Context: an optimization exercise on an open-source flow, tuned for small area and a short achievable clock period. The choices shown serve that exercise and are no tape-out recipe. Function was checked by simulation only, so behaviour that the tests miss may differ from the original. Power figures rest on the tool's default switching activity, not on a simulated workload.

File: flow/run.sh
#!/bin/bash
# synth_recipe.tcl (not shown) runs the flow's synth.tcl, then flattens the netlist and writes it again
# the make line also repeats each setting of config.mk as NAME=value (left out here)
make -C /OpenROAD-flow-scripts/flow DESIGN_CONFIG=/design/flow/config.mk WORK_HOME=/design/flow/orfs CLKGATE_MAP_FILE= SYNTH_SCRIPT=/design/flow/synth_recipe.tcl finish
File: flow/config.mk
export PLATFORM = sky130hd
export DESIGN_NAME = risc16b
export DESIGN_NICKNAME = risc16b
export VERILOG_FILES = /design/flow/design.v
export SDC_FILE = /design/flow/constraint.sdc
export NUM_CORES = 4
export LEC_CHECK = 0
export ABC_AREA = 1
export CAP_MARGIN = 20
export CORE_MARGIN = 2
export CORE_UTILIZATION = 80
export PLACE_DENSITY = 0.85
export SETUP_SLACK_MARGIN = 4.5
export SLEW_MARGIN = 20
export TNS_END_PERCENT = 0
File: flow/constraint.sdc
create_clock -name core_clock -period 7.0 [get_ports {clk}]
set_input_delay 1.4000 -clock core_clock [delete_from_list [all_inputs] [get_ports {clk}]]
set_output_delay 1.4000 -clock core_clock [all_outputs]
set_load 0.01 [all_outputs]
File: flow/design.v
`default_nettype none
module risc16b
  (
   input wire          clk,
   input wire          rst,
   output logic [15:0] i_addr,
   output logic        i_oe,
   input wire [15:0]   i_din,
   output logic [15:0] d_addr,
   output logic        d_oe,
   input wire [15:0]   d_din,
   output logic [15:0] d_dout,
   output logic [1:0]  d_we
   );
   logic [15:0] pc;         
   logic [15:0] ir1;        
   logic        v1;         
   logic [15:0] rf [8];     
   logic [15:0] opa;        
   logic [15:0] opb;        
   logic [2:0]  dst;        
   logic        inv_r;      
   logic        a_rsb;      
   logic        arith;      
   logic        c_p, c_g, c_x, c_y, c_ny;   
   logic        s_l8, s_r8, s_l1, s_r1;     
   logic        is_lw, is_lbu;
   logic        we;         
   logic        st_w, st_b, ld_oe;
   logic        dsel;       
   wire [15:0] x = opa;
   wire [15:0] y = opb;
   wire [15:0] p   = x ^ y;
   wire [15:0] g   = x & y;
   wire [15:0] u   = {p[15:9], p[8] ^ a_rsb, x[7:0]};
   wire [15:0] v   = {g[14:9], (x[8] & y[8]) | (a_rsb & p[8]), 1'b0, y[7:0]};
   wire [15:0] sum = u + v;
   wire [15:0] lu = (p & {16{c_p}}) | (g & {16{c_g}}) |
                    (x & {16{c_x}}) | (y & {16{c_y}}) | (~y & {16{c_ny}});
   wire [15:0] sh = ({y[7:0], 8'd0} & {16{s_l8}}) | ({8'd0, y[15:8]} & {16{s_r8}}) |
                    ({y[14:0], 1'b0} & {16{s_l1}}) | ({1'b0, y[15:1]} & {16{s_r1}});
   wire [7:0]  lbyte = y[0] ? d_din[7:0] : d_din[15:8];
   wire [15:0] ld = ({16{is_lw}} & d_din) | {8'd0, lbyte & {8{is_lbu}}};
   wire [15:0] res = lu | sh | ld | ((sum ^ {16{inv_r}}) & {16{arith}});
   wire [15:0] kz = inv_r ? {u[14:0] & v[14:0], 1'b0} : {u[14:0] | v[14:0], 1'b0};
   wire        z_arith = ((u ^ v ^ {16{inv_r}} ^ kz) == 16'd0);
   wire        z_ls    = ((lu | sh) == 16'd0);
   wire        zlo     = (d_din[7:0] == 8'd0);
   wire        zhi     = (d_din[15:8] == 8'd0);
   wire        z_ld    = is_lw ? (zlo & zhi) : (y[0] ? zlo : zhi);
   wire        res_zero = arith ? z_arith : (is_lw | is_lbu) ? z_ld : z_ls;
   assign d_addr = y;
   assign d_oe   = ld_oe;
   assign d_dout = {dsel ? x[7:0] : x[15:8], x[7:0]};
   assign d_we   = {st_w | (st_b & y[0]), st_w | (st_b & ~y[0])};
   wire [15:0] wdata = res & {16{~rst}};
   always_ff @(posedge clk)
     for (int i = 0; i < 8; i++)
       if (rst | (we & (dst == i)))
         rf[i] <= wdata;
   wire [4:0] op1 = ir1[15:11];
   wire [4:0] fn1 = ir1[4:0];
   wire [2:0] d1  = ir1[10:8];
   wire [2:0] s1  = ir1[7:5];
   wire [15:0] rfa = rf[d1];
   wire [15:0] rfb = rf[s1];
   wire        fwd_a = we & (d1 == dst);
   wire        fwd_b = we & (s1 == dst);
   wire z = fwd_a ? res_zero : (rfa == 16'd0);
   wire n = fwd_a ? res[15] : rfa[15];
   wire taken = v1 & ((op1 == 5'b10000 &  z) | (op1 == 5'b10001 & ~z) |
                      (op1 == 5'b10010 &  n) | (op1 == 5'b10011 & ~n) |
                      (op1 == 5'b11000));
   wire [7:0]  lo_t;
   wire        c8;
   assign {c8, lo_t} = {1'b0, pc[7:0]} + {1'b0, ir1[7:0]};
   wire [7:0]  hi_inc = pc[15:8] + 8'd1;
   wire [7:0]  hi_dec = pc[15:8] - 8'd1;
   wire [6:0]  lo_inc;
   wire        c8i;
   assign {c8i, lo_inc} = {1'b0, pc[7:1]} + 8'd1;
   wire        s8 = ir1[7];
   wire [15:0] target = {(c8 & ~s8) ? hi_inc : (~c8 & s8) ? hi_dec : pc[15:8], lo_t};
   wire [15:0] pc2    = {c8i ? hi_inc : pc[15:8], lo_inc, pc[0]};
   wire        rform1 = (op1 == 5'b00000);
   wire [3:0]  aop1   = rform1 ? fn1[3:0] : op1[3:0];
   wire        lw1    = rform1 & (fn1 == 5'b10001);
   wire        lbu1   = rform1 & (fn1 == 5'b10011);
   wire        wr1    = ~op1[4] & ~(rform1 & fn1[4] & ~fn1[0]);
   logic [15:0] af;                        
   always_comb
     for (int i = 0; i < 16; i++)
       af[i] = wr1 & ~lw1 & ~lbu1 & (aop1 == i);
   wire        ok1    = v1 & ~rst;
   wire [15:0] imm1   = {{8{(op1 == 5'b00100) & ir1[7]}}, ir1[7:0]};
   wire [15:0] asel1  = fwd_a ? res : rfa;
   wire [15:0] bsel1  = ~rform1 ? imm1 : fwd_b ? res : rfb;
   always_ff @(posedge clk) begin
      pc     <= (taken ? target : pc2) & {16{~rst}};
      v1     <= ~rst;
      ir1    <= i_din;
      opa    <= asel1 ^ {16{af[5] | af[12]}};
      opb    <= bsel1;
      a_rsb  <= af[12];
      dst    <= d1;
      inv_r  <= af[5];
      arith  <= af[4] | af[5] | af[12];
      c_p    <= af[3] | af[11];
      c_g    <= af[10] | af[11];
      c_x    <= af[0];
      c_y    <= af[1];
      c_ny   <= af[2];
      s_l8   <= af[6];
      s_r8   <= af[7];
      s_l1   <= af[8];
      s_r1   <= af[9];
      is_lw  <= lw1;
      is_lbu <= lbu1;
      we     <= ok1 & wr1;
      st_w   <= ok1 & rform1 & (fn1 == 5'b10000);
      st_b   <= ok1 & rform1 & (fn1 == 5'b10010);
      ld_oe  <= ok1 & rform1 & fn1[4] & fn1[0];
      dsel   <= fn1[1];
   end
   assign i_addr = pc;
   assign i_oe   = 1'b1;
endmodule
`default_nettype wire
==> out/results.ini, run 1 <==
[floorplanning]
ioPinCount = 86
start_util_pct = 82.3
row_count = 46
fp.dieW_um = 132
dieHeight_um = 132

[outcome]
status = did not finish
failed_stage = 5_1_grt
stop_error = [ERROR GRT-0116] Global routing finished with congestion. Check the congestion regions in the DRC Viewer.

[synthesis]
yosysUniqueCellTypes = 62
synth_area_leader_cell = edfxtp_1
ys_warn_count = 2
synth_top_area_share_pct = 29.3
ys_ff_latch = 215
synth_cells = 1679
synth_edf_count = 128
yosys-top-cells-area = edfxtp_1 29%, dfxtp_1 13%, nand2_1 12%
ys.flop_type = edfxtp_1
yosysMostFrequentCell = nand2_1
synth.avg_cell_area_sq_um = 7.81
async_flop_share_pct = 0
ys_seq_area_share_pct = 42.6
syn-num-nets = 1764
synthTopCellsByCount = 411 x nand2_1, 199 x inv_1, 194 x nor2_1
syn-cell-area_sq_um = 13100

[global_routing]
grt_pass1_wl_um = 118000
grtUsageTotal_pct = 89.9
grt_overflow = 956
grt_pass1_vias = 18100
grt_max_degree = 40

[placed_design]
gp_congestion = 1.14
io_buffers = 84
dp_hpwl_um = 31100
placed_cell_area_sq_um = 14000

[clock_tree]
clock_path_buffers = 3
clock_sinks = 215
h-tree-depth = 1
clockRootBuffer = clkbuf_16
postCtsHoldBufs = 0
numCtsBuffers = 22

==> worst max path at each step <==
| stage | from | end | slack, ns | cells past startpoint |
|---|---|---|---|---|
| CTS | a_rsb | pc[13] | 4.13 | 16 |
| floorplan | d_din[10] | pc[4] | 4.26 | 17 |
| global placement | rst | rf[1][2] | 2.81 | 3 |
| detailed placement | rst | rf[4][4] | 2.84 | 4 |
==> metal layers <==
metal  overflow  GRT usage (%)
met1        130           89.5
met2        447            104
met3         89           78.0
met4        279           86.9
met5         11           57.5
==> kinds of logic after synthesis <==
family	after synthesis	share of synthesized area (%)
muxes	1	0.0858
and+or+nand+nor	779	25.9
adders and majority gates	51	5.04
xor gates and xnor gates	62	4.20
other	1	0.0286
AOI/OAI and AO/OA	293	12.9
buffers and inverters	277	9.30
DFF	215	42.6
==> stage by stage <==
stage          utilization (%)  cells  hold WS, ns  worst slack, ns
3_3_place_gp              87.4   1926        0.468             2.81
4_1_cts                   96.9   2000        0.492             4.13
3_5_place_dp              87.5   1928        0.467             2.84
2_1_floorplan                -   1679        0.332             4.26
==> power by group through the flow <==
| stage | sequential [uW] | combinational [uW] | clock, uW |
|---|---|---|---|
| 3_5_place_dp | 1560 | 639 | 0 |
| 4_1_cts | 1540 | 742 | 1260 |
| 2_1_floorplan | 1510 | 445 | 0 |
| 3_3_place_gp | 1550 | 611 | 0 |
==> what timing repair did <==
item,CTS
gates resized for setup,208
pin swaps,28
gates cloned,3
setup buffers,29
endpoints found under the setup margin,371
==> run 2, diff against run 1 <==
--- a/flow/config.mk
+++ b/flow/config.mk
@@ -9,6 +9,6 @@
 export CAP_MARGIN = 20
 export CORE_MARGIN = 2
-export CORE_UTILIZATION = 80
-export PLACE_DENSITY = 0.85
+export CORE_UTILIZATION = 65
+export PLACE_DENSITY = 0.75
 export SETUP_SLACK_MARGIN = 4.5
 export SLEW_MARGIN = 20
==> run 2 against run 1 <==
  * Now clean on timing, DRC and antenna
  * Synthesized cell count stayed put
  * Area after synthesis stayed put
==> out/results.ini, run 2 <==
[synthesis]
ys.flop_type = edfxtp_1
synthTopCellsByCount = 411 x nand2_1, 199 x inv_1, 194 x nor2_1
async_flop_share_pct = 0
synth_edf_count = 128
synth_top_area_share_pct = 29.3
yosysUniqueCellTypes = 62
synth_cells = 1679
synth_area_leader_cell = edfxtp_1
yosysMostFrequentCell = nand2_1
ys_ff_latch = 215
synth.avg_cell_area_sq_um = 7.81
ys_seq_area_share_pct = 42.6
syn-cell-area_sq_um = 13100
syn-num-nets = 1764
ys_warn_count = 2
yosys-top-cells-area = edfxtp_1 29%, dfxtp_1 13%, nand2_1 12%

[critical_path]
crit_path_start_kind = flop
worst_setup_path_end_kind = flop
cp.required_ns = 7.37
path_class = reg2reg
cp_max_fo = 13
cp.arrival_ns = 3.39
r2r_slack_ns = 3.98

[cells_and_area]
nFillCells = 1337
post-route-cell-area_sq_um = 15700
diodes = 0
register_area_sq_um = 5680
multi_input_area_sq_um = 6860
final_nets = 1868
syn2layout_area_growth_pct = 19.6
layout_commonest_cell = nand2_1
largest_reg_flops = 128
drive_above_1_share_pct = 15.5
layout_common_cells = 400 x nand2_1, 193 x inv_1, 185 x nor2_1, 128 x edfxtp_1, 90 x o21ai_0
regMostFlops = rf

[pwr]
total_power_uw = 3470
leakage_uw = 0.00672
peakVddDrop_uv = 212
powerDensity_nw_per_um2 = 221

[route]
drtIter0Drc = 1616
wl_per_cell_um = 21.6
ant_nets = 0
via_per_inst = 6.19
first_pass_iters = 6
drc = 0
vias = 12800
drt_wl_total_um = 44500

[timing]
hold_violations = 0
fin_worst_skew_ns = 0.0151
tightest_slew_ns = 1.02
tns_ns = 0
fin_crit_sh_pct = 43.1
rsz0062_at_grt = yes
setup_violations = 0
clock.fmax_mhz = 331
drv_slew = 0
slew_headroom_pct = 30.5
fin_crit_ns = 3.02

[global_routing]
grt_max_degree = 40
grt_pass1_wl_um = 66600
antenna_found_initial = 0
grt_overflow = 0
grt_pass1_vias = 11800
grtUsageTotal_pct = 40.0

[floorplanning]
start_util_pct = 66.7
dieHeight_um = 146
coreArea_sq_um = 19700
fp.dieW_um = 146
ioPinCount = 86
dieArea_sq_um = 21300
row_count = 51

[clock_tree]
cts_tree = done
clock_path_buffers = 3
h-tree-depth = 1
numCtsBuffers = 22
insertion_delay_ns = 0.51
postCtsHoldBufs = 0
clk_transition_reported_paths_ns = 0.07
clock_sinks = 215
clockRootBuffer = clkbuf_16

[job]
drv_cap = 0

[placed_design]
placed_cell_area_sq_um = 14000
gp_congestion = 1.00
dp_hpwl_um = 31000
io_buffers = 84

[outcome]
status = finished clean

[hold_path]
hold_path_class = reg2reg

==> run 2: cell counts after synthesis <==
No cell type changed its count.
==> run 2: metrics by stage <==
stage	util, %	hold slack (ns)	instances	worst slack (ns)
detailed placement	71.4	0.464	1981	2.98
finish	79.8	0.466	2063	3.98
global placement	71.4	0.462	1981	3.06
CTS	77.9	0.467	2043	4.14
floorplan	-	0.332	1679	4.26
global route	79.8	0.473	2063	3.91
==> run 2: critical path: stages, from the launching register on <==
cell and delay [ns]:
dfxtp_1 0.74, inv_1 0.29, o21ai_0 0.29, nor2_1 0.06, nand2_1 0.12, nor2_1 0.06
nand2_1 0.06, nor2_1 0.04, nand2_1 0.05, nand2_1 0.06, nand2_1 0.07, nand2_2 0.08
nand2_4 0.09, nand2_2 0.09, a21oi_4 0.21, nand3_4 0.19, nand2_4 0.16, nand2_2 0.08
nand2_2 0.08, nor2_1 0.04
==> run 2: power by group <==
part           total [uW]  switching, uW  internal, uW
sequential           1540           95.9          1440
clock                1170            497           674
combinational         766            471           295
total                3470           1060          2410
==> run 2: final timing paths <==
check | cells after the start | endpoint | startpoint
worst min register to register | 0 | dst[0] | ir1[8]
worst max register to register | 19 | pc[4] | s_l1
worst max-delay path | 19 | pc[4] | s_l1
worst min-delay path | 0 | dst[0] | ir1[8]
==> run 2: cell type report <==
cell class,instances,area share [%]
Clock inverter,15,0.901
Timing Repair Buffer,139,8.09
Tap cell,265,2.11
Multi-Input combinational cell,1191,43.7
Timing Repair inverter,1,0.0319
Clock buffer,24,3.69
Inverter,213,5.26
Sequential cell,215,36.2
==> run 2: cell families after synthesis <==
logic type / Yosys count / share of synthesized area, %
DFF: 215 / 42.6
and+or+nand+nor: 779 / 25.9
adders and majority gates: 51 / 5.04
buffers and inverters: 277 / 9.30
muxes: 1 / 0.0858
other: 1 / 0.0286
AOI/OAI and AO/OA: 293 / 12.9
xor gates and xnor gates: 62 / 4.20
==> run 2: per-layer routing <==
metal  wire length (um)  share of wire, %  vias up  global-route usage, %
li1                   -                 -     5770                      -
met1              15700                35     5821                   50.8
met2              20600                46      991                   65.5
met3               5360                12      194                   7.63
met4               2820               6.3        0                   20.5
met5                  0                 0        -                      0
==> run 2: timing repair <==
item,4_1_cts,5_1_grt
gates resized for setup,183,56
setup endpoints to repair,359,354
pin swaps,26,18
buffers inserted,18,20
gates cloned,5,0
hold endpoints to repair,0,0
==> run 3, diff against run 2 <==
--- a/flow/design.v
+++ b/flow/design.v
@@ -63,6 +63,13 @@
    wire [2:0] d1  = ir1[10:8];
    wire [2:0] s1  = ir1[7:5];
-   wire [15:0] rfa = rf[d1];
-   wire [15:0] rfb = rf[s1];
+   logic [15:0] rfa, rfb;
+   always_comb begin
+      rfa = 16'd0;
+      rfb = 16'd0;
+      for (int i = 0; i < 8; i++) begin
+         rfa = rfa | (rf[i] & {16{d1 == i}});
+         rfb = rfb | (rf[i] & {16{s1 == i}});
+      end
+   end
    wire        fwd_a = we & (d1 == dst);
    wire        fwd_b = we & (s1 == dst);
@@ -75,9 +82,24 @@
    wire        c8;
    assign {c8, lo_t} = {1'b0, pc[7:0]} + {1'b0, ir1[7:0]};
-   wire [7:0]  hi_inc = pc[15:8] + 8'd1;
-   wire [7:0]  hi_dec = pc[15:8] - 8'd1;
-   wire [6:0]  lo_inc;
-   wire        c8i;
-   assign {c8i, lo_inc} = {1'b0, pc[7:1]} + 8'd1;
+   logic [7:0] hi_inc, hi_dec;            
+   logic [6:0] lo_inc;                    
+   logic       c8i;
+   always_comb begin
+      logic ci, cd;
+      ci = 1'b1;
+      cd = 1'b1;
+      for (int i = 0; i < 8; i++) begin
+         hi_inc[i] = pc[8+i] ^ ci;
+         hi_dec[i] = pc[8+i] ^ cd;
+         ci = ci & pc[8+i];
+         cd = cd & ~pc[8+i];
+      end
+      ci = 1'b1;
+      for (int i = 0; i < 7; i++) begin
+         lo_inc[i] = pc[1+i] ^ ci;
+         ci = ci & pc[1+i];
+      end
+      c8i = ci;
+   end
    wire        s8 = ir1[7];
    wire [15:0] target = {(c8 & ~s8) ? hi_inc : (~c8 & s8) ? hi_dec : pc[15:8], lo_t};
--- a/flow/config.mk
+++ b/flow/config.mk
@@ -11,5 +11,5 @@
 export CORE_UTILIZATION = 65
 export PLACE_DENSITY = 0.75
-export SETUP_SLACK_MARGIN = 4.5
+export SETUP_SLACK_MARGIN = 4.0
 export SLEW_MARGIN = 20
 export TNS_END_PERCENT = 0
==> run 3 against run 2 <==
  * Still clean
  * Clock power rose by about 10%
  * Die area fell by 1.7%
  * Critical path depth down 16
  * Clock skew about the same
  * Register-to-register slack got worse by 0.18 ns
  * Cell area down 5.5%
  * Final cell count shrank 3.2%
  * Global-route usage grew 0.17 points
  * Via count fell by 3.4%
  * Non-clock buffer count shrank 36
==> out/results.ini, run 3 <==
[outcome]
status = finished clean

[placed_design]
dp_hpwl_um = 30200
io_buffers = 84
gp_congestion = 1.01
place_ws_ns = 3.13

[timing]
tightest_slew_ns = 0.877
fin_crit_sh_pct = 46.4
drv_slew = 0
rsz0062_at_grt = yes
setup_ws_ns = 3.75
clock.fmax_mhz = 308
fin_worst_skew_ns = 0.0153
hold_violations = 0
tns_ns = 0
fin_crit_ns = 3.25
slew_headroom_pct = 41.3
setup_violations = 0

[synthesis]
synth_edf_count = 128
synth.avg_cell_area_sq_um = 7.82
syn-num-nets = 1748
synth_top_area_share_pct = 29.8
syn-cell-area_sq_um = 12900
ys.flop_type = edfxtp_1
synth_cells = 1648
yosysUniqueCellTypes = 56
yosys-top-cells-area = edfxtp_1 30%, dfxtp_1 14%, nand2_1 13%
synthTopCellsByCount = 446 x nand2_1, 196 x inv_1, 171 x nor2_1
yosysMostFrequentCell = nand2_1
ys_seq_area_share_pct = 43.3
ys_ff_latch = 215
synth_area_leader_cell = edfxtp_1
async_flop_share_pct = 0
ys_warn_count = 2

[cells_and_area]
layout_commonest_cell = nand2_1
regMostFlops = rf
largest_reg_flops = 128
diodes = 0
drive_above_1_share_pct = 7.11
multi_input_area_sq_um = 6260
syn2layout_area_growth_pct = 15.0
nFillCells = 1429
final_nets = 1814
layout_common_cells = 445 x nand2_1, 196 x inv_1, 167 x nor2_1, 128 x edfxtp_1, 82 x clkdlybuf4s50_1
register_area_sq_um = 5610
final_util_pct = 76.2

[route]
first_pass_iters = 8
wl_per_cell_um = 21.0
drt_wl_total_um = 41900
drc = 0
ant_nets = 0
drtIter0Drc = 1523
vias = 12300
via_per_inst = 6.18

[floorplanning]
dieArea_sq_um = 21000
start_util_pct = 66.2
row_count = 51
ioPinCount = 86
dieHeight_um = 145
coreArea_sq_um = 19500
fp.dieW_um = 145

[job]
drv_cap = 0

[pwr]
leakage_uw = 0.00643
p_sw_uw = 1020
intPower_uw = 2470
total_power_uw = 3500
switching_share_pct = 29.2
p_seq_share_pct = 43.9
powerDensity_nw_per_um2 = 236
p_comb_share_pct = 19.3
peakVddDrop_uv = 246
p_clk_share_pct = 36.8

[global_routing]
antenna_found_initial = 0
grt_overflow = 0
grt_pass1_wl_um = 63900
grt_pass1_vias = 11400
grt_max_degree = 43
grtUsageTotal_pct = 40.1

[clock_tree]
cts_tree = done
clockRootBuffer = clkbuf_16
postCtsHoldBufs = 0
insertion_delay_ns = 0.52
numCtsBuffers = 23
clk_transition_reported_paths_ns = 0.06
h-tree-depth = 1
clock_sinks = 215
clock_path_buffers = 3

[critical_path]
crit_path_start_kind = flop
worst_setup_path_end_kind = output pin
path_class = reg2out
cp.arrival_ns = 1.85
worstReg2RegStart = opb[4]
cp.required_ns = 5.60
r2r_slack_ns = 3.80
r2r_end = rf[1][13]
r2r_cells = 13
cp_max_fo = 4

[hold_path]
hold_path_class = reg2reg
min_from = ir1[1]
hold_path_end = dsel
hold_depth = 0

run 3: worst max path at each step:
stage,start,endpoint,slack [ns],depth (start not counted)
2_1_floorplan,rst,rf[3][0],4.07,4
3_3_place_gp,d_din[7],pc[15],3.31,16
3_5_place_dp,d_din[7],pc[6],3.13,16
4_1_cts,dsel,d_dout[15],3.78,3
5_1_grt,opb[4],rf[1][13],3.70,13
6_report,opa[3],d_dout[11],3.75,3
run 3: cell families after synthesis:
group                    after synthesis  share of synthesized area, %
multiplexers                           1                        0.0776
AND/OR/NAND/NOR                      742                          23.8
other                                  1                        0.0291
flip-flops                           215                          43.3
adder cells (fa/ha/maj)               66                          6.58
XOR/XNOR                              49                          3.33
AO/OA/AOI/OAI                        299                          14.0
buffers and inverters                275                          8.89
run 3: worst max-delay path, stage by stage (launching register included):
cell,delay [ns]
dfxtp_1,0.49
inv_1,0.10
a21oi_1,0.15
clkdlybuf4s50_1,0.59
run 3: metrics by stage:
| stage | cells | cell area (sq um) | hold slack (ns) |
|---|---|---|---|
| detailed placement | 1949 | 13800 | 0.487 |
| finish | 1996 | 14800 | 0.498 |
| global placement | 1949 | 13800 | 0.466 |
| CTS | 1994 | 14700 | 0.488 |
| global route | 1996 | 14800 | 0.498 |
| floorplan | 1648 | 12900 | 0.332 |
run 3: repair_timing:
action | in CTS | in global routing
pin swaps | 3 | 2
resized for setup | 27 | 17
endpoints found under the setup margin | 222 | 283
buffers inserted | 3 | 2
run 3: area by class of cell:
class                      count  area share [%]
sequential                   215            37.8
inverter                     213            5.43
multi-input combinational   1158            42.2
timing repair buffer         103            6.84
clock inverter                10           0.734
tap                          265            2.24
clock buffer                  32            4.75
run 3: power by group through the flow:
stage | clock [uW] | combinational [uW] | sequential [uW]
2_1_floorplan | 0 | 437 | 1510
3_3_place_gp | 0 | 617 | 1550
3_5_place_dp | 0 | 632 | 1550
4_1_cts | 1290 | 646 | 1530
5_1_grt | 1340 | 736 | 1540
6_report | 1290 | 674 | 1530
run 3: routing by layer:
metal	wire length [um]	GRT usage [%]
met3	5400	9.74
met4	2280	19.5
met2	18400	61.4
met1	15800	53.7
met5	0	0
==> run 4, diff against run 3 <==
--- a/flow/config.mk
+++ b/flow/config.mk
@@ -9,7 +9,7 @@
 export CAP_MARGIN = 20
 export CORE_MARGIN = 2
-export CORE_UTILIZATION = 65
-export PLACE_DENSITY = 0.75
-export SETUP_SLACK_MARGIN = 4.0
+export CORE_UTILIZATION = 70
+export PLACE_DENSITY = 0.8
+export SETUP_SLACK_MARGIN = 5
 export SLEW_MARGIN = 20
 export TNS_END_PERCENT = 0
==> run 4 against run 3 <==
  * Via count increased by 5.1%
  * Non-clock buffer count increased by 3
  * First-iteration DRC count increased by 27%
  * Die area decreased by 6.9%
  * Sequential cell count unchanged
  * Clock skew increased by 0.017 ns
  * Utilization increased by 8.1 points
  * Still clean
  * Clock power decreased by 6%
  * Largest cell class unchanged
  * Wire length increased by 6.8%
  * Register-to-register slack improved by 0.22 ns
  * Cell area increased by 2.5%
  * Combinational power increased by 9.2%
==> out/results.ini, run 4 <==
[timing]
hold_ws_ns = 0.442
tightest_slew_ns = 0.938
tns_ns = 0
hold_violations = 0
clock.fmax_mhz = 336
setup_violations = 0
fin_crit_ns = 2.98
fin_worst_skew_ns = 0.0328
slew_headroom_pct = 37.4
rsz0062_at_grt = yes
fin_crit_sh_pct = 42.5
drv_slew = 0

[job]
drv_cap = 0

[cells_and_area]
layout_common_cells = 432 x nand2_1, 193 x inv_1, 164 x nor2_1, 128 x edfxtp_1, 76 x o21ai_0
post-route-cell-area_sq_um = 15200
nFillCells = 1069
final_nets = 1818
drive_above_1_share_pct = 11.9
syn2layout_area_growth_pct = 17.8
final_util_pct = 84.3
largest_reg_flops = 128
regMostFlops = rf
diodes = 0
layout_commonest_cell = nand2_1

[route]
drc = 0
wl_per_cell_um = 22.8
via_per_inst = 6.61
vias = 13000
drtIter0Drc = 1939
first_pass_iters = 6
drt_wl_total_um = 44700
ant_nets = 0

[clock_tree]
postCtsHoldBufs = 0
clock_path_buffers = 3
h-tree-depth = 1
clk_transition_reported_paths_ns = 0.07
clock_sinks = 215
numCtsBuffers = 22
clockRootBuffer = clkbuf_16
cts_tree = done
insertion_delay_ns = 0.54

[synthesis]
yosysUniqueCellTypes = 56
synthTopCellsByCount = 446 x nand2_1, 196 x inv_1, 171 x nor2_1
yosys-top-cells-area = edfxtp_1 30%, dfxtp_1 14%, nand2_1 13%
synth.avg_cell_area_sq_um = 7.82
ys.flop_type = edfxtp_1
yosysMostFrequentCell = nand2_1
syn-cell-area_sq_um = 12900
async_flop_share_pct = 0
ys_ff_latch = 215
synth_edf_count = 128
syn-num-nets = 1748
synth_top_area_share_pct = 29.8
synth_cells = 1648
synth_area_leader_cell = edfxtp_1
ys_warn_count = 2
ys_seq_area_share_pct = 43.3

[global_routing]
antenna_found_initial = 0
grt_pass1_vias = 12300
grt_overflow = 0
grt_max_degree = 43
grtUsageTotal_pct = 44.4
grt_pass1_wl_um = 67800

[floorplanning]
row_count = 49
ioPinCount = 86
coreArea_sq_um = 18000
start_util_pct = 71.5
fp.dieW_um = 140
dieHeight_um = 140
dieArea_sq_um = 19500

[hold_path]
min_from = ir1[10]
hold_depth = 0
hold_path_class = reg2reg
hold_path_end = dst[2]

[pwr]
leakage_uw = 0.00652
total_power_uw = 3480
powerDensity_nw_per_um2 = 229
peakVddDrop_uv = 295

[placed_design]
io_buffers = 84
dp_hpwl_um = 30700
gp_congestion = 1.02
placed_cell_area_sq_um = 13800

[critical_path]
worstReg2RegStart = a_rsb
cp.required_ns = 7.44
cp_max_fo = 8
r2r_end = pc[3]
r2r_slack_ns = 4.02
cp.arrival_ns = 3.41
crit_path_start_kind = flop
worst_setup_path_end_kind = flop
r2r_cells = 20
path_class = reg2reg

[outcome]
status = finished clean

==> run 4: area by class of cell <==
type,instances,area (sq um),area share [%]
repair buffers,106,1070,7.03
multi-input cells,1160,6620,43.5
clock buffers,28,593,3.90
well taps,229,287,1.89
inverters,213,805,5.30
clock inverters,12,151,0.996
flip-flops and latches,215,5670,37.3
==> run 4: logic make-up after synthesis <==
group | count (synthesis) | share of synthesized area (%)
AND/OR/NAND/NOR | 742 | 23.8
AO/OA/AOI/OAI | 299 | 14.0
buffers and inverters | 275 | 8.89
flip-flops | 215 | 43.3
adder cells (fa/ha/maj) | 66 | 6.58
XOR/XNOR | 49 | 3.33
other | 1 | 0.0291
multiplexers | 1 | 0.0776
==> run 4: worst max-delay path: stages, from the launching register on <==
cell and delay [ns]:
dfxtp_4 0.38, fa_2 0.49, ha_4 0.29, inv_2 0.03, o211ai_1 0.08, nand3_1 0.11, nor2_1 0.12, nand3_1 0.11
nor2_2 0.19, nand3_2 0.11, nand2_2 0.10, nand2_2 0.07, nand3_2 0.08, nand2_2 0.05, inv_2 0.07, nand3_4 0.14
buf_6 0.18, nand2_8 0.09, nand2_1 0.08, nand2_1 0.08, nor2_1 0.05
==> run 4: timing repair <==
item	in CTS	in global routing
pin swaps	14	20
endpoints found under the setup margin	374	374
cloned	2	1
resized for setup	118	61
setup buffers	11	5
==> run 4: layer usage <==
metal	global-route usage (%)	routed length (um)	vias to the layer above
met5	0	0	-
met2	71.1	20000	1237
met4	24.2	3010	0
met3	11.1	6100	265
li1	-	-	5615
met1	55.6	15600	5857
==> run 4: metrics by stage <==
step           worst slack (ns)  instances
2_1_floorplan              4.23       1648
3_3_place_gp               3.41       1904
3_5_place_dp               3.35       1904
4_1_cts                    4.07       1957
5_1_grt                    3.95       1963
6_report                   4.02       1963
==> run 4: worst max-delay path by stage <==
stage                         from  cells after the start   endpoint
after floorplan           d_din[3]                     16      pc[5]
after global placement         rst                      3   rf[4][9]
after detailed placement    opb[0]                     12  rf[0][12]
after CTS                   opb[1]                     14  rf[7][13]
after global routing      d_din[9]                     17      pc[3]
final                        a_rsb                     20      pc[3]
==> run 4: power breakdown <==
group	switching (uW)	internal, uW	leakage (uW)	total [uW]
Combinational	461	275	0.00410	736
Sequential	96.2	1440	0.00205	1540
Clock	522	685	0.000360	1210
Total	1080	2400	0.00652	3480
==> run 5, diff against run 4 <==
--- a/flow/config.mk
+++ b/flow/config.mk
@@ -11,5 +11,5 @@
 export CORE_UTILIZATION = 70
 export PLACE_DENSITY = 0.8
-export SETUP_SLACK_MARGIN = 5
+export SETUP_SLACK_MARGIN = 4.5
 export SLEW_MARGIN = 20
 export TNS_END_PERCENT = 0
==> run 5 against run 4 <==
  * Sequential cell count is the same
  * Die area unchanged
  * Power stayed put
  * Register-to-register slack hardly changed
  * Global-route usage did not move
  * Sequential power barely moved
  * Non-clock buffer count is the same
  * Combinational power hardly changed
  * Fmax stayed put
  * Synthesized cell count unchanged
  * Via count unchanged
  * Area after synthesis unchanged
  * Largest power group unchanged
  * Highest routed layer unchanged
==> out/results.ini, run 5 <==
[floorplanning]
ioPinCount = 86
fp.dieW_um = 140
coreArea_sq_um = 18000
dieHeight_um = 140
dieArea_sq_um = 19500
start_util_pct = 71.5
row_count = 49

[hold_path]
hold_path_class = reg2reg

[global_routing]
grtUsageTotal_pct = 44.4
grt_overflow = 0
grt_pass1_vias = 12300
grt_max_degree = 43
grt_pass1_wl_um = 67800
antenna_found_initial = 0

[cells_and_area]
nFillCells = 1069
diodes = 0
drive_above_1_share_pct = 11.9
layout_commonest_cell = nand2_1
final_util_pct = 84.3
layout_common_cells = 432 x nand2_1, 193 x inv_1, 164 x nor2_1, 128 x edfxtp_1, 76 x o21ai_0
final_nets = 1818
syn2layout_area_growth_pct = 17.8
largest_reg_flops = 128
regMostFlops = rf

[synthesis]
async_flop_share_pct = 0
syn-cell-area_sq_um = 12900
synth_top_family_by_area = simple AND/OR/NAND/NOR gates
ys_warn_count = 2
synth_mux_area_share_pct = 0.0776
yosys-top-cells-area = edfxtp_1 30%, dfxtp_1 14%, nand2_1 13%
ys_ff_latch = 215
yosys.area_share.xor_xnor_pct = 3.33
synth_cells = 1648
synth.avg_cell_area_sq_um = 7.82
synth_top_area_share_pct = 29.8
synth_area_leader_cell = edfxtp_1
yosysUniqueCellTypes = 56
synthSimpleGateAreaFrac_pct = 23.8
synthTopCellsByCount = 446 x nand2_1, 196 x inv_1, 171 x nor2_1
syn-num-nets = 1748
synth_fa_ha_area_share_pct = 6.58
synth_compound_area_share_pct = 14.0
ys.flop_type = edfxtp_1
ys_seq_area_share_pct = 43.3
yosysMostFrequentCell = nand2_1
synth_edf_count = 128

[clock_tree]
h-tree-depth = 1
clock_path_buffers = 3
cts_tree = done
clockRootBuffer = clkbuf_16
postCtsHoldBufs = 0
numCtsBuffers = 22
insertion_delay_ns = 0.54
clock_sinks = 215
clk_transition_reported_paths_ns = 0.07

[timing]
fin_crit_ns = 2.98
setup_violations = 0
fin_crit_sh_pct = 42.5
rsz0062_at_grt = yes
hold_violations = 0
tns_ns = 0
clock.fmax_mhz = 336
fin_worst_skew_ns = 0.0328
drv_slew = 0
slew_headroom_pct = 37.4
tightest_slew_ns = 0.938

[outcome]
status = finished clean

[route]
drtIter0Drc = 1939
via_per_inst = 6.61
drc = 0
first_pass_iters = 6
wl_per_cell_um = 22.8
ant_nets = 0
vias = 13000
drt_wl_total_um = 44700

[pwr]
leakage_uw = 0.00652
peakVddDrop_uv = 295
powerDensity_nw_per_um2 = 229

[critical_path]
path_class = reg2reg
crit_path_start_kind = flop
max_stage_delay_ns = 0.49
cp.required_ns = 7.44
worst_setup_path_end_kind = flop
worstPathCellList = fa_2, ha_4, inv_2, o211ai_1, nand3_1, nor2_1, nand3_1, nor2_2, nand3_2, nand2_2, nand2_2, nand3_2, nand2_2, inv_2, nand3_4, buf_6, nand2_8, nand2_1, nand2_1, nor2_1
critPathMostFrequentCell = nand2_2
cp_max_fo = 8
crit_path_top_delay_cell = fa_2
cp_top_family = simple AND/OR/NAND/NOR gates
critPathBufInv = 3
cp.arrival_ns = 3.41

[placed_design]
gp_congestion = 1.02
io_buffers = 84
dp_hpwl_um = 30700

[job]
drv_cap = 0

run 5: cell counts after synthesis:
Identical to the previous run, type by type.
run 5: layout make-up:
cell class / count / area, sq um / area share (%)
multi-input cells: 1160 / 6620 / 43.5
clock inverters: 12 / 151 / 0.996
flip-flops and latches: 215 / 5670 / 37.3
inverters: 213 / 805 / 5.30
well taps: 229 / 287 / 1.89
clock buffers: 28 / 593 / 3.90
repair buffers: 106 / 1070 / 7.03
run 5: cells by family (layout without fill, tap and decap cells):
kind of cell / after synthesis / in the layout
fa+ha+maj: 66 / 66
flops: 215 / 215
mux: 1 / 1
simple gates: 742 / 744
compound gates: 299 / 299
other cells: 1 / 1
buf+inv: 275 / 359
xor+xnor: 49 / 49
run 5: path summary, 6_finish.rpt:
path	startpoint	to	slack, ns	cells after the start
worst min register to register	ir1[10]	dst[2]	0.44	0
worst max-delay path	a_rsb	pc[3]	4.02	20
worst min-delay path	ir1[10]	dst[2]	0.44	0
worst max register to register	a_rsb	pc[3]	4.02	20
run 5: worst reg2reg max path: stages (launching register included):
cell and delay (ns):
dfxtp_4 0.38, fa_2 0.49, ha_4 0.30, inv_2 0.03, o211ai_1 0.08, nand3_1 0.11
nor2_1 0.12, nand3_1 0.11, nor2_2 0.19, nand3_2 0.11, nand2_2 0.10, nand2_2 0.07
nand3_2 0.08, nand2_2 0.05, inv_2 0.07, nand3_4 0.14, buf_6 0.18, nand2_8 0.09
nand2_1 0.09, nand2_1 0.08, nor2_1 0.05
run 5: what timing repair did:
action,CTS,global route
setup endpoints to repair,372,371
buffers inserted,11,5
gates resized for setup,118,61
gates cloned,2,1
pin swaps,14,20
run 5: power breakdown:
part	switching [uW]	leakage, uW	internal (uW)
Sequential	96.2	0.00205	1440
Combinational	461	0.00410	275
Clock	522	0.000360	685
Total	1080	0.00652	2400
run 5: metal layers:
| metal | track usage [%] | wire length [um] | up-vias |
|---|---|---|---|
| li1 | - | - | 5615 |
| met1 | 55.6 | 15600 | 5857 |
| met2 | 71.1 | 20000 | 1237 |
| met3 | 11.1 | 6100 | 265 |
| met4 | 24.2 | 3010 | 0 |
| met5 | 0 | 0 | - |
run 5: stage by stage:
step           setup slack [ns]  power (uW)  instance area (sq um)  hold slack, ns  instances
2_1_floorplan              4.23        1950                  12900           0.332       1648
3_3_place_gp               3.41        2170                  13800           0.455       1904
3_5_place_dp               3.35        2190                  13800           0.465       1904
4_1_cts                    4.07        3400                  15000           0.462       1957
5_1_grt                    3.95        3560                  15200           0.439       1963
6_report                   4.02        3480                  15200           0.442       1963
==> run 6, diff against run 5 <==
--- a/flow/config.mk
+++ b/flow/config.mk
@@ -10,4 +10,5 @@
 export CORE_MARGIN = 2
 export CORE_UTILIZATION = 70
+export CTS_BUF_LIST = sky130_fd_sc_hd__clkbuf_4 sky130_fd_sc_hd__clkbuf_8
 export PLACE_DENSITY = 0.8
 export SETUP_SLACK_MARGIN = 4.5
==> run 6 against run 5 <==
  * Wire length up 0.18%
  * Via count is 0.78% higher
  * Area after synthesis stayed put
  * Combinational power barely moved
  * Hold slack improved by 0.024 ns
  * Cell area shrank 0.53%
  * Largest power group unchanged
  * Critical endpoint is now d_dout[15]
  * Non-clock buffer count did not move
  * Clock power is 5% lower
  * Sequential power is essentially flat
  * Critical path type is now reg2out
==> out/results.ini, run 6 <==
[outcome]
status = finished clean

[timing]
rsz0062_at_grt = yes
setup_violations = 0
fin_crit_ns = 2.99
fin_crit_sh_pct = 42.8
tns_ns = 0
tightest_slew_ns = 0.951
hold_violations = 0
clock.fmax_mhz = 334
fin_worst_skew_ns = 0.0502
slew_headroom_pct = 36.5
drv_slew = 0

[route]
first_pass_iters = 7
drt_wl_total_um = 44800
vias = 13100
ant_nets = 0
drc = 0
via_per_inst = 6.59
drtIter0Drc = 1909
wl_per_cell_um = 22.6

[cells_and_area]
nFillCells = 1095
final_util_pct = 83.8
syn2layout_area_growth_pct = 17.2
diodes = 0
drive_above_1_share_pct = 12.2
layout_commonest_cell = nand2_1
fin_cells = 1985
regMostFlops = rf
layout_common_cells = 439 x nand2_1, 195 x inv_1, 165 x nor2_1, 128 x edfxtp_1, 78 x o21ai_0
final_nets = 1831
largest_reg_flops = 128

[pwr]
p_clk_share_pct = 33.7
leakage_uw = 0.00652
total_power_uw = 3420
peakVddDrop_uv = 284
p_seq_share_pct = 44.9
p_sw_uw = 1100
p_comb_share_pct = 21.4
switching_share_pct = 32.1
intPower_uw = 2320
powerDensity_nw_per_um2 = 227

[hold_path]
hold_path_class = reg2reg

[synthesis]
yosysUniqueCellTypes = 56
synth_cells = 1648
synth_edf_count = 128
yosysMostFrequentCell = nand2_1
ys_warn_count = 2
synthTopCellsByCount = 446 x nand2_1, 196 x inv_1, 171 x nor2_1
ys.flop_type = edfxtp_1
ys_ff_latch = 215
async_flop_share_pct = 0
syn-num-nets = 1748
syn-cell-area_sq_um = 12900
synth_area_leader_cell = edfxtp_1
yosys-top-cells-area = edfxtp_1 30%, dfxtp_1 14%, nand2_1 13%
ys_seq_area_share_pct = 43.3
synth.avg_cell_area_sq_um = 7.82
synth_top_area_share_pct = 29.8

[global_routing]
grtUsageMet1_pct = 57.2
grt_pass1_wl_um = 68400
grt_pass1_vias = 12400
grtUsageTotal_pct = 44.9
grt_overflow = 0
grtUsageMet3_pct = 10.8
met2_usage_pct = 72.3
grt_max_degree = 43
busiest_layer = met2
antenna_found_initial = 0

[placed_design]
dp_cells = 1904
io_buffers = 84
gp_congestion = 1.02
dp_hpwl_um = 30700

[floorplanning]
row_count = 49
coreArea_sq_um = 18000
ioPinCount = 86
dieArea_sq_um = 19500
dieHeight_um = 140
start_util_pct = 71.5
fp.dieW_um = 140

[critical_path]
crit_path_top_delay_cell = dfxtp_4
crit_path_start_kind = flop
max_stage_delay_ns = 0.39
worstPathCellList = buf_4, a21oi_1, clkdlybuf4s15_2
cp.arrival_ns = 1.59
cp_max_fo = 9
path_class = reg2out
critPathBufInv = 2
worst_setup_path_end_kind = output pin
cp.required_ns = 5.60
cp_top_family = buffers and inverters

[clock_tree]
insertion_delay_ns = 0.55
h-tree-depth = 2
numCtsBuffers = 36
clock_sinks = 215
clk_transition_reported_paths_ns = 0.06
clock_path_buffers = 3
cts_tree = done
postCtsHoldBufs = 0
clockRootBuffer = clkbuf_8

[job]
drv_cap = 0

## run 6: cells by family (layout without fill, tap and decap cells)
family / Yosys count / count (layout) / synth area share, %
XOR/XNOR: 49 / 49 / 3.33
flip-flops: 215 / 215 / 43.3
multiplexers: 1 / 1 / 0.0776
AND/OR/NAND/NOR: 742 / 743 / 23.8
buffers and inverters: 275 / 382 / 8.89
other: 1 / 1 / 0.0291
adder cells (fa/ha/maj): 66 / 66 / 6.58
AO/OA/AOI/OAI: 299 / 299 / 14.0
## run 6: per-layer routing
layer,routed length (um),share of wire (%)
met1,15900,35
met2,20200,45
met3,6050,14
met4,2650,5.9
met5,0,0
## run 6: metrics by stage
step           cell area [sq um]  hold WS, ns  setup slack [ns]
6_report                   15100        0.466              4.01
5_1_grt                    15100        0.471              3.91
4_1_cts                    14900        0.468              4.04
3_5_place_dp               13800        0.465              3.35
3_3_place_gp               13800        0.455              3.41
2_1_floorplan              12900        0.332              4.23
## run 6: worst paths after layout
path              slack (ns)  cells after the start  startpoint    endpoint
setup / recovery        4.01                      3        dsel  d_dout[15]
hold reg to reg         0.47                      0      ir1[9]      dst[1]
setup reg to reg        4.01                     13      opb[1]    rf[7][9]
hold / removal          0.47                      0      ir1[9]      dst[1]
## run 6: repair_timing
action	CTS	global route
gates cloned	2	0
hold endpoints to repair	0	0
setup endpoints to repair	371	364
pin swaps	12	9
resized for setup	111	43
buffers inserted	12	4
## run 6: area by class of cell
cell class	instances	area (sq um)	area share, %
inverters	213	807	5.34
multi-input cells	1159	6550	43.3
repair buffers	106	1100	7.25
clock buffers	44	562	3.72
flip-flops and latches	215	5660	37.4
well taps	229	287	1.90
clock inverters	19	156	1.03
## run 6: worst register-to-register path: cells and delay by family (launching register included)
| kind | cells | cell delay [ns] |
|---|---|---|
| fa+ha+maj | 1 | 0.39 |
| flops | 1 | 0.42 |
| simple gates | 9 | 1.45 |
| compound gates | 1 | 0.18 |
| buf+inv | 2 | 0.20 |
## run 6: power by group through the flow
stage                     clock network (uW)  registers [uW]  logic (uW)
after floorplan                            0            1510         439
after global placement                     0            1550         616
after detailed placement                   0            1550         634
after CTS                               1150            1530         684
after global routing                    1200            1540         784
final                                   1150            1540         734

[re-timing with driven ports]
The flow's constraints put no driver on any port. The routed layouts listed below were extracted and timed again, unchanged, in two steps.
Step 1 sets driving cells, clkbuf_16 on the clock port and buf_2 on the other inputs (assumed; they add their load-dependent delay and slew).
Step 2, shift: input delay + t, output delay - t, t = (earliest + latest rising clock arrival at the registers) / 2. This alone moves slack from input paths to output paths.
a / b / c = ideal ports / drivers / drivers and shift; a / b = the first two.
run	t (ns)	slack for setup (ns)	worst setup path after step 2	pins driven straight from the clock port
run 2	0.550	3.981 / 3.981 / 3.547	input to register	1
run 3	0.558	3.750 / 3.703 / 3.312	input to register	1
run 4	0.573	4.024 / 3.977 / 3.509	input to register	1
run 5	0.573	4.024 / 3.977 / 3.509	input to register	1
run 6	0.571	4.006 / 3.960 / 3.466	input to register	1
After both steps setup and hold are still met in every run listed. The setup slack of run 6, which loses most, moves by -0.046 ns with the drivers and by -0.540 ns with both steps.
